Context: an optimization exercise on an open-source flow, tuned for a short achievable clock period and few clock cycles. The choices shown serve that exercise and are no tape-out recipe.
No activity file was given, so power comes from the tool's default toggle rates.

wip/willow:
==> flow/design.v (excerpt) <==
module CPU(
  input clk, rst, ready,
  input [15:0] data_in,
  output reg load, store,
  output reg code_seg, data_seg, stack_seg,
  output alu_wb,
  output [23:0] addr_out,
  output [15:0] data_out
  );
  reg [15:0] IR [1:0];  
  reg [4:0] flags;  
  reg st_H, st_L, st_M, st_B;  
  reg xe;  
  reg [23:0] addr_r;
  reg [15:0] dout;
  reg wb_out;
  reg [15:0] opA, opNB, npc;
  reg [23:0] nxa;  
  reg [7:0] q_sel_itr, q_sel_gpr, q_wr_itr, q_wr_gpr;
  reg q_sel_ss, q_sel_ds, q_sel_cs, q_wr_ss, q_wr_ds, q_wr_cs, q_twb, q_pcw, q_csw;
  reg [15:0] imm_q;
  reg q_notb, q_cin, q_xor, q_and, q_or, q_nor, q_sum, q_shl, q_shr, q_arth, q_rot, q_alu_en;
  wire [15:0] rd_A, rd_B, bus_q, alu_Qo, PC, V2, ACC;
  wire [7:0] CS, DS, SS, rd_C;
  wire ctrlo, aluo, poso, immo, twb, awb, new_carry_flag;
  wire tgpr_dst, titr_dst, tss_dst, tds_dst, tcs_dst;
  wire tgpr_src, titr_src, tss_src, tds_src, tcs_src;
  wire [4:0] pcpos;
  wire [2:0] isrc, idst, iscra;
  wire [1:0] iscrb;
  wire [15:0] imm_value;
  wire [5:0] alu_opc_x;
  wire pc_write, cs_write, dec_x_branch;
  DEC dec_x(IR[1], IR[0], flags,
    ctrlo, aluo, poso, immo, pcpos, isrc, idst, twb,
    tgpr_dst, titr_dst, tss_dst, tds_dst, tcs_dst,
    tgpr_src, titr_src, tss_src, tds_src, tcs_src,
    imm_value, alu_opc_x, iscra, iscrb, awb, new_carry_flag,
    pc_write, cs_write, dec_x_branch);
  wire n_ctrlo, n_aluo, n_poso, n_immo, n_twb, n_awb, n_ncf;
  wire n_tgpr_dst, n_titr_dst, n_tss_dst, n_tds_dst, n_tcs_dst;
  wire n_tgpr_src, n_titr_src, n_tss_src, n_tds_src, n_tcs_src;
  wire [4:0] n_pcpos;
  wire [2:0] n_isrc, n_idst, n_iscra;
  wire [1:0] n_iscrb;
  wire [15:0] n_imm_value;
  wire [5:0] n_alu_opc;
  wire n_pc_write, n_cs_write, n_branch;
  DEC dec_n(IR[1], data_in, flags,
    n_ctrlo, n_aluo, n_poso, n_immo, n_pcpos, n_isrc, n_idst, n_twb,
    n_tgpr_dst, n_titr_dst, n_tss_dst, n_tds_dst, n_tcs_dst,
    n_tgpr_src, n_titr_src, n_tss_src, n_tds_src, n_tcs_src,
    n_imm_value, n_alu_opc, n_iscra, n_iscrb, n_awb, n_ncf,
    n_pc_write, n_cs_write, n_branch);
  ...
For scale: ~3,000 cells after synthesis, about 65 I/O pins, about 27,000 um2 of cells after synthesis.
==> flow/config.mk <==
export PLATFORM = sky130hd
export DESIGN_NAME = CPU
export DESIGN_NICKNAME = CPU
export VERILOG_FILES = /design/flow/design.v
export SDC_FILE = /design/flow/constraint.sdc
export NUM_CORES = 4
export LEC_CHECK = 0
export CAP_MARGIN = 75
export CORE_MARGIN = 2
export CORE_UTILIZATION = 50
export SETUP_SLACK_MARGIN = 5
export SLEW_MARGIN = 75
==> flow/constraint.sdc <==
create_clock -name core_clock -period 13.0 [get_ports {clk}]
set_input_delay 2.6000 -clock core_clock [delete_from_list [all_inputs] [get_ports {clk}]]
set_output_delay 2.6000 -clock core_clock [all_outputs]
set_load 0.01 [all_outputs]
standard.sh (not shown) runs the stock make flow with config.mk's settings and CLKGATE_MAP_FILE= SYNTH_SCRIPT=/design/flow/synth_recipe.tcl, a recipe that flattens the netlist after the stock synthesis.
==> flow/flow/run.sh <==
#!/bin/bash
# Own layout flow: the standard flow, with two changes to how cells are
# chosen after synthesis:
#  - every input and output port is buffered with sky130_fd_sc_hd__buf_4
#    (the standard flow lets the resizer pick the port buffer, and it picks a
#    delay cell, clkdlybuf4s50_1);
#  - the delay cells (clkdlybuf4s*, dlygate*, dlymetal*) are added to the
#    platform's DONT_USE_CELLS for the steps after synthesis, so the resizer
#    does not repair slew and long wires with delay cells.
# Synthesis is the standard synthesis, run unchanged.
set -euo pipefail
bash standard.sh synth > flow_synth.log 2>&1
# the platform's own list, as ORFS's make reads it
base=$(make -s -C "$FLOW_HOME" DESIGN_CONFIG="$PWD/config.mk" WORK_HOME="$PWD/orfs" print-DONT_USE_CELLS 2> flow_dont_use.log | sed -n 's/^DONT_USE_CELLS: *//p')
echo "platform DONT_USE_CELLS: $base" >> flow_dont_use.log
[[ -n "$base" ]] || { echo "no DONT_USE_CELLS from ORFS" >&2; exit 1; }
delay="sky130_fd_sc_hd__clkdlybuf4s15_1 sky130_fd_sc_hd__clkdlybuf4s15_2 sky130_fd_sc_hd__clkdlybuf4s18_1 sky130_fd_sc_hd__clkdlybuf4s18_2 sky130_fd_sc_hd__clkdlybuf4s25_1 sky130_fd_sc_hd__clkdlybuf4s25_2 sky130_fd_sc_hd__clkdlybuf4s50_1 sky130_fd_sc_hd__clkdlybuf4s50_2 sky130_fd_sc_hd__dlygate4sd1_1 sky130_fd_sc_hd__dlygate4sd2_1 sky130_fd_sc_hd__dlygate4sd3_1 sky130_fd_sc_hd__dlymetal6s2s_1 sky130_fd_sc_hd__dlymetal6s4s_1 sky130_fd_sc_hd__dlymetal6s6s_1"
export BUFFER_PORTS_ARGS="-buffer_cell sky130_fd_sc_hd__buf_4"
bash standard.sh finish "DONT_USE_CELLS=$base $delay" > flow_layout.log 2>&1
Here is what was changed in the inputs of wip/maple compared with wip/willow.
--- a/flow/config.mk
+++ b/flow/config.mk
@@ -7,6 +7,6 @@
 export LEC_CHECK = 0
-export CAP_MARGIN = 75
+export CAP_MARGIN = 70
 export CORE_MARGIN = 2
-export CORE_UTILIZATION = 50
+export CORE_UTILIZATION = 60
 export SETUP_SLACK_MARGIN = 5
-export SLEW_MARGIN = 75
+export SLEW_MARGIN = 70
Notes after the runs:
Comparing wip/willow and wip/maple, global-route usage over all layers is lower on wip/willow.
The number of buffer and inverter instances along the worst setup path was comparable across wip/willow and wip/maple.
The via count of the first global-routing pass on wip/willow is in line with that on wip/maple.
Number of signal-net buffers in the layout: wip/maple vs wip/willow down 47
Share of the clock period used by the worst path after layout for wip/maple: 0.43 points up relative to wip/willow
Part of the total power dissipated in the clock network, wip/willow and wip/maple: larger value in wip/willow
Edits applied to the flow inputs when going from wip/maple to wip/ember:
--- a/flow/config.mk
+++ b/flow/config.mk
@@ -7,6 +7,6 @@
 export LEC_CHECK = 0
-export CAP_MARGIN = 70
+export CAP_MARGIN = 75
 export CORE_MARGIN = 2
-export CORE_UTILIZATION = 60
+export CORE_UTILIZATION = 55
 export SETUP_SLACK_MARGIN = 5
-export SLEW_MARGIN = 70
+export SLEW_MARGIN = 75
## What came out
Lower total placed instance area goes to wip/maple over wip/ember. Taking wip/maple as the reference, in wip/ember internal power contribution up 2.3%, detailed-routing wirelength on met1 grew by 3700 um. Looking at final critical-path share of the clock period, wip/ember sits 1.9 points below wip/maple. NOTE non-clock buffer count wip/maple->wip/ember increased by more than a quarter. | global-route usage | lower: wip/ember |. Side by side, setup slack turned out higher in wip/ember than in wip/maple. [wip/ember] count of clock-buffer cells in the layout rose 5 relative to wip/maple.
Input changes introduced in wip/nickel (baseline for comparison: wip/ember):
==> flow/flow/run.sh <==
#!/bin/bash
# Own layout flow: the standard flow, with two changes to how cells are
# chosen after synthesis:
#  - every input and output port is buffered with sky130_fd_sc_hd__buf_4
#    (the standard flow lets the resizer pick the port buffer, and it picks a
#    delay cell, clkdlybuf4s50_1);
#  - the delay cells (clkdlybuf4s*, dlygate*, dlymetal*) are kept out of the
#    resizer's buffering, so long wires are not repaired with delay cells.
# Synthesis is the standard synthesis, run unchanged.
set -euo pipefail
bash standard.sh synth > flow_synth.log 2>&1
export DONT_USE_CELLS="sky130_fd_sc_hd__clkdlybuf4s15_1 sky130_fd_sc_hd__clkdlybuf4s15_2 sky130_fd_sc_hd__clkdlybuf4s18_1 sky130_fd_sc_hd__clkdlybuf4s18_2 sky130_fd_sc_hd__clkdlybuf4s25_1 sky130_fd_sc_hd__clkdlybuf4s25_2 sky130_fd_sc_hd__clkdlybuf4s50_1 sky130_fd_sc_hd__clkdlybuf4s50_2 sky130_fd_sc_hd__dlygate4sd1_1 sky130_fd_sc_hd__dlygate4sd2_1 sky130_fd_sc_hd__dlygate4sd3_1 sky130_fd_sc_hd__dlymetal6s2s_1 sky130_fd_sc_hd__dlymetal6s4s_1 sky130_fd_sc_hd__dlymetal6s6s_1"
export BUFFER_PORTS_ARGS="-buffer_cell sky130_fd_sc_hd__buf_4"
bash standard.sh > flow_layout.log 2>&1
==> comparison <==
- The combinational power in wip/nickel sits about 4% above the value recorded for wip/ember.
- Number of global-route vias before repair delta (wip/ember -> wip/nickel): insignificant
- Comparing wip/ember and wip/nickel, the lower normalized max-slew margin is on wip/ember.
- There was hardly any difference in clock network area share between wip/ember and wip/nickel.
- Compare wip/ember and wip/nickel | pre-CTS worst setup slack lower: wip/nickel
- Changes observed in wip/nickel relative to wip/ember: register cell area after layout closely matched the old numbers, total power increased by about 1.1% relative to the old numbers, core utilization of the finished layout increased by 0.35 points relative to the old numbers.
- Comparing wip/nickel against wip/ember, there is no change at all in number of tap cells inserted.
- The launch point of the critical path comes out data_in[0] in one run and data_in[11] in the other, namely in wip/nickel and wip/ember respectively.
- wip/nickel vs wip/ember: total length of routed wires down in wip/nickel
Function was not checked in any run of this note: the RTL went through the layout flow alone.

========
CPU, a different RTL version from the one above (not shown whole).
Size in the first run: ~65 I/O pins, ~25000 um2 of cells after synthesis.
clock: 13.0 ns
lec_check: 0
cap_margin: 60
core_margin: 2
core_utilization: 55
setup_slack_margin: 5
slew_margin: 60
run.sh (not shown) runs the stock make flow with config.mk's settings and CLKGATE_MAP_FILE= SYNTH_SCRIPT=/design/flow/synth_recipe.tcl, a recipe that flattens the netlist after the stock synthesis.
Stock flow here: none of the scripts above is used.
Change:
- CAP_MARGIN: 60 -> 85
- CORE_UTILIZATION: 55 -> 40
- SETUP_SLACK_MARGIN: 5 -> default
- SLEW_MARGIN: 60 -> 85
Result: Clock power increases by about 4%; area after synthesis is unchanged; die area came out higher by 37%; core utilization came out lower by 6.6 points; total power came out higher by 24%; maximum frequency fell by 49%; sequential share of layout area went down by 6.7 points; routed wire length rose by 7.8%; via count is higher by 8.1%; clock skew hardly moves.
Change:
- CAP_MARGIN: 85 -> 20
- SLEW_MARGIN: 85 -> 20
What happened: Worst setup slack gets better by 4.2 ns. Total power drops by 21%. Via count is lower by 8.6%. Register-to-register slack gets better by 4.7 ns. Sequential share of layout area came out higher by 7.0 points. Clock skew rose by 0.0052 ns. Utilization shrinks by 11 points.
No functional check of the RTL was part of any run of this note.

## afterwards: timing with drivers on the ports
The results above use ideal ports. As a check the final layouts listed here were re-extracted and re-timed, cells and wires unchanged. Step 1 assumes that a clkbuf_16 drives the clock port and a buf_2 every other input. Step 2 adds t to the input delays and takes it off the output delays; t is the mean of the earliest and latest rising clock arrival at the registers after step 1. Input paths then give back, and output paths get back, about the clock's delay inside the block. a / b / c = ideal ports / drivers / drivers and shift; a / b = the first two.
run	t (ns)	slack for setup (ns)	hold slack, ns	slew at the worst register clock pin (ns)	pins driven straight from the clock port
wip/willow	0.699	8.646 / 8.654 / 7.956	0.483 / 0.483 / 0.483	0.07 / 0.07	1
wip/maple	0.678	8.590 / 8.608 / 7.930	0.480 / 0.480 / 0.480	0.07 / 0.07	1
wip/ember	0.679	8.840 / 8.858 / 8.178	0.483 / 0.483 / 0.483	0.07 / 0.07	1
wip/nickel	0.681	8.752 / 8.767 / 8.086	0.482 / 0.482 / 0.482	0.07 / 0.07	1
the first run of note 2	0.653	8.002 / 8.038 / 7.385	0.461 / 0.461 / 0.461	0.06 / 0.06	1
the second run of note 2	0.662	3.278 / 3.278 / 3.278	0.459 / 0.459 / 0.459	0.07 / 0.07	1
the third run of note 2	0.649	7.528 / 7.558 / 6.910	0.460 / 0.460 / 0.460	0.06 / 0.06	1
After both steps every run listed still meets setup and hold. For wip/willow, which loses most, drivers alone change the setup slack by +0.008 ns; drivers and shift together by -0.690 ns.
